Source: an optimization exercise on an open RTL-to-GDS flow (aim: small area, a short achievable clock period and few clock cycles per item). Production flows keep margins and buffers that such runs may drop. Function was checked by simulation only, so behaviour that the tests miss may differ from the original. Power and IR drop assume default switching activity.

<file path="design.v">
`timescale 1ns / 1ps
module transition_detect #(
        parameter NA = 6
    )(
        input   wire [NA-1:0]     A_in,                              
        output  wire [NA-1:0]     P_out,                             
        output  wire [NA-1:0]     N_out                              
    );
    assign P_out[0] = 0;                                             
    assign N_out[0] = A_in[0];                                       
    genvar i;
    generate
        for (i = 1; i < NA; i = i + 1) begin : MSB
            assign P_out[i] = ~A_in[i] &  A_in[i-1];                 
            assign N_out[i] =  A_in[i] & ~A_in[i-1];                 
        end
    endgenerate
endmodule
`timescale 1ns / 1ps
module ripple_penf_last #(
        parameter integer WIDTH = 4
    )( 
        input  wire                 stop_in,
        input  wire [WIDTH-1:0]     A_in,
        input  wire                 trailing1_in,
        output wire [WIDTH-1:0]     B_out,
        output wire                 stop_out,
        output wire                 last_out,
        output wire                 slicestop_out
    );
    wire [WIDTH-1:0] stop;
    wire [WIDTH-1:0] trailing;
    wire [WIDTH-1:0] last;
    genvar i;
    generate
        assign stop[WIDTH-1] = stop_in;
        for (i = WIDTH-1; i > 0; i = i - 1) begin
        assign B_out[i] = A_in[i] & ~stop[i];
        assign stop[i-1] = stop[i] | A_in[i];
        end
        assign B_out[0] = A_in[0] & ~stop[0];
        assign slicestop_out = stop[0] | A_in[0];
        assign stop_out = |A_in;
        assign trailing[0] = trailing1_in;
        assign last[0] = B_out[0] & ~trailing[0];
        for (i = 1; i < WIDTH; i = i + 1) begin
            assign trailing[i] = A_in[i-1] | trailing[i-1];
            assign last[i] = B_out[i] & ~trailing[i];
        end
        assign last_out = |last;
    endgenerate
endmodule
module lookahead_penf_last #(
        parameter integer WIDTH = 29
    )(
        input  wire [WIDTH-1:0] A_in,
        output wire [WIDTH-1:0] OH_out,
        output wire last
    );
    localparam integer NUM_4BIT_MODULES = WIDTH / 4;
    localparam integer REMAINING_BITS = WIDTH % 4;
    wire [NUM_4BIT_MODULES:0] stop;
    wire [NUM_4BIT_MODULES:0] lastSlice;
    wire finalStop;
    genvar i;
    generate
        if (REMAINING_BITS > 0) begin
        ripple_penf_last #(.WIDTH(REMAINING_BITS))
        u0 (.stop_in(1'b0),
            .A_in(A_in[WIDTH-1 -: REMAINING_BITS]),
            .B_out(OH_out[WIDTH-1 -: REMAINING_BITS]),
            .stop_out(stop[NUM_4BIT_MODULES]),
            .slicestop_out(),
            .trailing1_in(|stop[NUM_4BIT_MODULES-1:0]),
            .last_out(lastSlice[NUM_4BIT_MODULES])
            );
        end else begin
        assign stop[NUM_4BIT_MODULES] = 1'b0;
        assign lastSlice[NUM_4BIT_MODULES] = 1'b0;
        end
        for (i = NUM_4BIT_MODULES-1; i >= 0; i = i - 1) begin : gen4bslice
        if (i > 0) begin
            ripple_penf_last #(.WIDTH(4))
            u4b (.stop_in(|stop[NUM_4BIT_MODULES:i+1]),
                .A_in(A_in[i*4 +: 4]),
                .B_out(OH_out[i*4 +: 4]),
                .stop_out(stop[i]),
                .slicestop_out(),   
                .trailing1_in(|stop[i-1:0]),
                .last_out(lastSlice[i])
                );
        end else begin
            ripple_penf_last #(.WIDTH(4))
            u4b (.stop_in(|stop[NUM_4BIT_MODULES:i+1]),
                .A_in(A_in[i*4 +: 4]),
                .B_out(OH_out[i*4 +: 4]),
                .stop_out(stop[i]),
                .slicestop_out(finalStop),
                .trailing1_in(1'b0),
                .last_out(lastSlice[i])
                );
        end
        end
        assign last = |lastSlice | ~finalStop;
    endgenerate
endmodule
`timescale 1ns / 1ps
module barrel_shifter #(
        parameter integer NA=8,
        parameter integer NB=8
    )(
        input  wire [NB-1:0]      B_in,
        input  wire [NA-1:0]      S_in,
        output wire [NA+NB-2:0]   N_out
    );
    wire [NA+NB-2:0] B_ext = {{(NA-1){B_in[NB-1]}}, B_in};           
    wire [NA+NB-2:0] shift_results[0:NA-1];                          
    reg  [NA+NB-2:0] shifted_value;                                  
    genvar i;
    generate
        for (i = 0; i < NA; i = i + 1) begin : Shift_Logic           
            assign shift_results[i] = B_ext << i;
        end
    endgenerate
    integer j;
    always @(*) begin                                                
        shifted_value = {NA+NB-1{1'b0}};                             
        for (j = 0; j < NA; j = j + 1) begin
            if (S_in[j]) begin                                       
                shifted_value = shifted_value | shift_results[j];
            end
        end
    end
    assign N_out = shifted_value;
endmodule
`timescale 1ns / 1ps
module axc_booth #(
        parameter integer NA=32,                                     
        parameter integer NB=32,                                     
        parameter integer NC=$clog2(NA)+1                            
    )(
        input   wire                 CLK,                            
        input   wire                 RST,                            
        input   wire                 START,                          
        input   wire  [NA-1:0]       A_in,                           
        input   wire  [NB-1:0]       B_in,                           
        input   wire  [NC-1:0]       C_in,                           
        output  wire  [NA+NB-1:0]    N_out,                          
        output  wire                 Done_out                        
    );
reg  [NB-1:0]       B_reg;                                           
reg  [NC-1:0]       C_reg;                                           
wire [NA-1:0]       Pos_trans_wire;                                  
wire [NA-1:0]       Neg_trans_wire;                                  
reg  [NA-1:0]       Pos_trans_reg;                                   
reg  [NA-1:0]       Neg_trans_reg;                                   
wire [NA-1:0]       PE_in_wire;                                      
wire [NA-1:0]       OH_wire;                                         
reg                 Polarity_reg;                                    
reg  [NA-1:0]       PE_mask_reg;                                     
wire [NA+NB-2:0]    PP_wire;                                         
reg  [NA+NB-1:0]    Res_reg;                                         
localparam integer SC = 3;                                           
localparam STATE_IDLE   = 3'b001;
localparam STATE_START  = 3'b010;
localparam STATE_MULT   = 3'b100;
reg  [SC-1:0]       State_reg;                                       
transition_detect #( .NA(NA) ) TD_inst (.A_in(A_in), .P_out(Pos_trans_wire), .N_out(Neg_trans_wire));
wire                PE_last;                                         
reg [1:0]           Prev_PE_done;                                    
reg                 Done_reg;                                        
assign PE_in_wire = Polarity_reg ? Neg_trans_reg & PE_mask_reg : Pos_trans_reg & PE_mask_reg;
lookahead_penf_last #( .WIDTH(NA) ) PE_inst (.A_in(PE_in_wire), .OH_out(OH_wire), .last(PE_last));
assign Done_out = Done_reg;
always @( posedge CLK ) begin
    if(RST) begin                                                    
        Prev_PE_done <= 0;
        Done_reg <= 0;
    end
    else case(State_reg) 
        STATE_IDLE: begin                                            
            Prev_PE_done <= 0; 
            if(START) Done_reg <= 0;
        end
        STATE_MULT: begin                                            
            if(Prev_PE_done[0]==0 & PE_last==1) begin                
                Prev_PE_done[0] <= 1;                                
                Prev_PE_done[1] <= Polarity_reg;                     
            end                                                      
            Done_reg <= Done_reg | ((C_reg==0) | (Prev_PE_done[0] & PE_last & (Polarity_reg!=Prev_PE_done[1])));
        end
        default: Prev_PE_done <= 0;  
    endcase
end
barrel_shifter #( .NA(NA), .NB(NB) ) BS_inst (.B_in(B_reg), .S_in(OH_wire), .N_out(PP_wire));
always @( posedge CLK ) begin
    if(START) begin                                                  
        Res_reg <= 0;
    end
    else if(State_reg==STATE_MULT) begin                             
        if(!Polarity_reg) begin                                      
            Res_reg <= Res_reg + {PP_wire[NA+NB-2], PP_wire};       
        end
        else begin
            Res_reg <= Res_reg - {PP_wire[NA+NB-2], PP_wire};
        end
    end
end
assign N_out = Res_reg;
always @( posedge CLK ) begin
    if(RST) begin                                                    
        State_reg <= STATE_IDLE;
    end
    else case(State_reg) 
        STATE_IDLE: begin                                       
            if(START) begin                                          
                State_reg <= STATE_START;                            
                B_reg <= B_in;                                       
                C_reg <= C_in;
                PE_mask_reg <= {NA{1'b1}};                           
                Polarity_reg <= 0;
            end
        end
        STATE_START: begin                                           
            State_reg <= STATE_MULT;                                 
            Pos_trans_reg <= Pos_trans_wire;                         
            Neg_trans_reg <= Neg_trans_wire;                    
        end
        STATE_MULT: begin                                       
            if(Done_out) begin                                       
                State_reg <= STATE_IDLE;                             
                Pos_trans_reg <= 0;
                Neg_trans_reg <= 0;
                C_reg <= 0;                                          
            end
            else begin
                PE_mask_reg <= ~OH_wire & PE_mask_reg;
                Polarity_reg <= !Polarity_reg;                       
                C_reg <= C_reg - 1;                                  
            end
        end
        default: State_reg <= STATE_IDLE;                            
    endcase
end
endmodule
</file>
<file path="run.sh">
#!/bin/bash
# synth_recipe.tcl (not shown) runs the flow's synth.tcl, then flattens the netlist and writes it again
# the make line also repeats each setting of config.mk as NAME=value (left out here)
make -C /OpenROAD-flow-scripts/flow DESIGN_CONFIG=/design/flow/config.mk WORK_HOME=/design/flow/orfs CLKGATE_MAP_FILE= SYNTH_SCRIPT=/design/flow/synth_recipe.tcl finish
</file>
<file path="config.mk">
export PLATFORM = sky130hd
export DESIGN_NAME = axc_booth
export DESIGN_NICKNAME = axc_booth
export VERILOG_FILES = /design/flow/design.v
export SDC_FILE = /design/flow/constraint.sdc
export NUM_CORES = 4
export LEC_CHECK = 0
export CAP_MARGIN = 20
export CORE_MARGIN = 2
export CORE_UTILIZATION = 40
export SLEW_MARGIN = 20
</file>
<file path="constraint.sdc">
create_clock -name core_clock -period 11.0 [get_ports {CLK}]
set_input_delay 2.2000 -clock core_clock [delete_from_list [all_inputs] [get_ports {CLK}]]
set_output_delay 2.2000 -clock core_clock [all_outputs]
set_load 0.01 [all_outputs]
</file>
==> results by group <==
Run status
  • Outcome: timing/DRC/antenna clean

STA
  • Slew Viols, Final: 0
  • Aggregate negative setup slack: 0 ns
  • Final min period: 9.33 ns
  • Max Clock Skew: roughly 0.016 ns
  • Final Hold Fails: 0
  • Final Cycle Share: 84.8%
  • RSZ-0062 raised after global routing: false
  • Rel. slew slack: 15.1%
  • Max Fclk: 107 MHz
  • Setup Viol. Count Final: 0
  • Worst-margin pin slew: 1.27 ns

Place
  • Dpl cells: 3561
  • Post-DP HPWL: 69500 µm
  • GP Congestion: 1.05
  • Port-buffer cells: 137

Synthesis
  • Synth Register Bits: 204
  • Mux cell area share after synthesis: 2.79%
  • Post-synth cell types: 110
  • Post-Synth Simple-Gate Area: 24.0%
  • Compound-Gate Fraction of Synth Area: roughly a third
  • Synthesized net count: between 2000 and 3000
  • Register area share after synthesis: 24.4%
  • Synthesized area: 22200 µm²
  • FFs w/ async S/R, synth: 0%
  • Main synth FF type: edfxtp_1
  • Number of flops mapped to enable cells by yosys: 134
  • Adder-cell share of the synthesized area: 3.81%
  • Post-Syn Area per Cell: roughly 8 µm²
  • Syn Inst Count: 2854
  • Largest family of logic cells by synthesized area: compound AO/OA/AOI/OAI gates
  • XOR/XNOR Fraction of Synth Area: 4.49%
  • Yosys Warn Count: 2

Layout
  • Multi-input logic area: 15500 µm²
  • Register Area: 5430 µm²
  • Nets: slightly below 3000
  • Max FFs per register: 64
  • Synth-to-Final Area Change: 12.5%
  • Fillers: 5470
  • Fin cells: 3605
  • Share of post-route cells with drive strength above 1: 8.58%

Floorplan
  • Starting Density: 40.4%
  • Io pins: 138
  • Die width: between 200 and 250 µm
  • Die height: 240 µm
  • Rows: 86
  • Die area: 57500 µm²
  • Core area: 55000 µm²

Setup path
  • CP Capture Type: register
  • CP bufs+invs: 4
  • Required time worst endpoint: 11.50 ns
  • Family with the most delay on the worst path: compound AO/OA/AOI/OAI gates
  • Critical-path top delay cell: nand4_2
  • Data arrival, critical path: 9.82 ns
  • Worst setup SP type: register
  • Worst Setup Path Type: reg2reg
  • Critical path's most frequent cell: buf_4
  • Worst stage delay on the critical path: 0.76 ns
  • CP Max Fanout: 58

Clocking
  • CTS clk-pin slew, worst paths: roughly 0.060 ns
  • Post_cts resized: 0
  • CTS H-Tree Depth: 1
  • Post-CTS Setup Repair Bufs: 0
  • Clock latency (worst-skew pair): 0.56 ns
  • CTS Hold Bufs: 0
  • CTS buffer count: 24
  • Root buf cell: clkbuf_16
  • Max clock buf depth: 3
  • Clock tree sinks: between 200 and 250
  • CTS tree: built

GRT
  • Grt ovf: 0
  • Gr usage total: about a third
  • Global-route wire length before repair: 155000 µm
  • Vias in the first global route: between 20000 and 25000
  • Initial antenna violation count: 4
  • Largest net degree at the start of global routing: 88

Route
  • Via count: 25700
  • WL/cell: 29.0 µm
  • Drt drc: 0
  • DR vias/cell: 7.13
  • Aggregate routed wire length: 105000 µm
  • Final ANT Viol Nets: 0
  • First DRT Iteration DRCs: 4076
  • Drt first pass iters: 14

Pwr
  • PD cells: 81.4 nW/µm²
  • Pleak: 0.00881 µW
  • Total power: 2040 µW
  • Worst vdd ir: 0.0000797 V

Flow run
  • Max-cap violations: 0

Hold path
  • Worst hold-check path type: reg2reg
[path summary, 6_finish.rpt]
check	startpoint	end	slack, ns	cells after the start
hold / removal	Res_reg[39]$_SDFFE_PP0P_	Res_reg[39]$_SDFFE_PP0P_	0.48	2
setup / recovery	Polarity_reg$_SDFFCE_PN0P_	Res_reg[62]$_SDFFE_PP0P_	1.67	30
setup reg to reg	Polarity_reg$_SDFFCE_PN0P_	Res_reg[62]$_SDFFE_PP0P_	1.67	30
hold reg to reg	Res_reg[39]$_SDFFE_PP0P_	Res_reg[39]$_SDFFE_PP0P_	0.48	2
[cells in the final DEF, fill, tap and decap left out, types with 14 or more instances in the layout]
master | Yosys | final
a2111oi_0 | 25 | 23
a211oi_1 | 37 | 31
a21o_1 | 44 | 44
a21oi_1 | 210 | 210
a221o_1 | 29 | 29
a221oi_1 | 54 | 54
a222oi_1 | 32 | 32
a22o_1 | 59 | 59
a22oi_1 | 124 | 124
a31oi_1 | 44 | 44
a32oi_1 | 19 | 19
and2_1 | 27 | 28
and3_1 | 48 | 48
and4_1 | 19 | 19
buf_4 | 10 | 97
clkbuf_16 | 0 | 25
clkdlybuf4s50_1 | 0 | 136
dfxtp_1 | 70 | 70
edfxtp_1 | 134 | 134
ha_1 | 66 | 66
inv_1 | 80 | 80
mux2_2 | 25 | 25
mux2i_1 | 16 | 16
nand2_1 | 312 | 312
nand2b_1 | 15 | 14
nand3_1 | 115 | 115
nand4_1 | 49 | 49
nor2_1 | 180 | 176
nor3_1 | 70 | 66
nor3b_1 | 61 | 61
nor4_1 | 31 | 28
o2111ai_1 | 15 | 15
o211ai_1 | 19 | 19
o21ai_0 | 122 | 122
o21bai_1 | 16 | 16
o22ai_1 | 24 | 24
o2bb2ai_1 | 21 | 21
xnor2_1 | 76 | 76
xor2_1 | 38 | 38
[per-stage QoR]
| step | hold slack, ns | setup WS (ns) | area, µm² | util, % |
|---|---|---|---|---|
| finish | 0.481 | 1.67 | 25000 | 45.5 |
| global route | 0.496 | 1.12 | 25000 | 45.5 |
| CTS | 0.483 | 1.89 | 25000 | 45.4 |
| global placement | 0.467 | 1.91 | 24200 | 44.0 |
| detailed placement | 0.472 | 1.93 | 24200 | 44.1 |
| floorplan | 0.462 | 3.71 | 22200 | - |
[layout make-up]
type                    count  share of cell area [%]
inverters                  81                    1.22
clock inverters            11                   0.405
multi-input cells        2292                    61.8
well taps                 748                    3.74
clock buffers              31                    2.59
diodes                      1                  0.0100
flip-flops and latches    204                    21.7
repair buffers            237                    8.52
[synth_stat cells, drive strengths merged, types with 49 or more instances]
cell,instances,share of area (%)
a21oi,210,4.7
a221oi,55,2.2
a22o,59,2.3
a22oi,125,4.2
and3,49,1.4
buf,66,1.8
clkbuf,211,3.6
dfxtp,70,6.3
edfxtp,134,18
ha,66,3.7
inv,80,1.4
nand2,312,5.3
nand3,115,2.6
nand4,53,1.6
nor2,184,3.2
nor3,76,1.9
nor3b,62,2.1
o21ai,124,2.8
xnor2,76,3.0
[per-layer routing]
metal  vias to the layer above  share of wire (%)  global-route usage [%]
met5                         -              0.045                       0
met4                         8                6.6                    19.8
met3                       555                 13                    10.6
met2                      2003                 40                    50.5
met1                     12100                 40                    46.5
li1                      11100                  -                       -
[cells by family (layout without fill, tap and decap cells)]
logic type                 count (synthesis)  after routing
AOI/OAI and AO/OA                       1035           1035
xor gates and xnor gates                 114            114
adders and majority gates                 67             67
buffers and inverters                    358            360
DFF                                      204            204
muxes                                     51             51
other                                      0              1
and+or+nand+nor                         1025           1025
[tightest hold or removal path, cell delays in order (launching register included)]
cell	delay, ns
dfxtp_1	0.33
nand2_1	0.06
a21oi_1	0.05
[where the power goes]
part	switching, µW	internal (µW)
combinational	276	141
sequential	4.80	828
clock	330	458
total	611	1430
Testbench counts, summed over its fixed seeds: cycles 209,141, items 12,000.

==> what the ideal ports hide <==
The results above use ideal ports. As a check the final layout listed here was re-extracted and re-timed, cells and wires unchanged.
Step 1 (the two cells are an assumption about what drives the block):
set clk [get_ports {CLK}]
set_driving_cell -lib_cell sky130_fd_sc_hd__clkbuf_16 $clk
set_driving_cell -lib_cell sky130_fd_sc_hd__buf_2 [delete_from_list [all_inputs] $clk]
Step 2 times the ports against the registers' clock, not the clock port: input delays grow and output delays shrink by t, the midpoint of the rising clock arrivals with the driver on.
a / b / c = ideal / step 1 / step 2; a / b = the first two.
t, ns: 0.616
setup WS [ns]: 1.673 / 1.673 / 1.673
worst register clock-pin slew, ns: 0.07 / 0.07
worst data-port slew with drivers (ns): 0.05
After both steps this run still meets setup and hold. For this run, drivers alone change the setup slack by 0.000 ns; drivers and shift together by 0.000 ns.
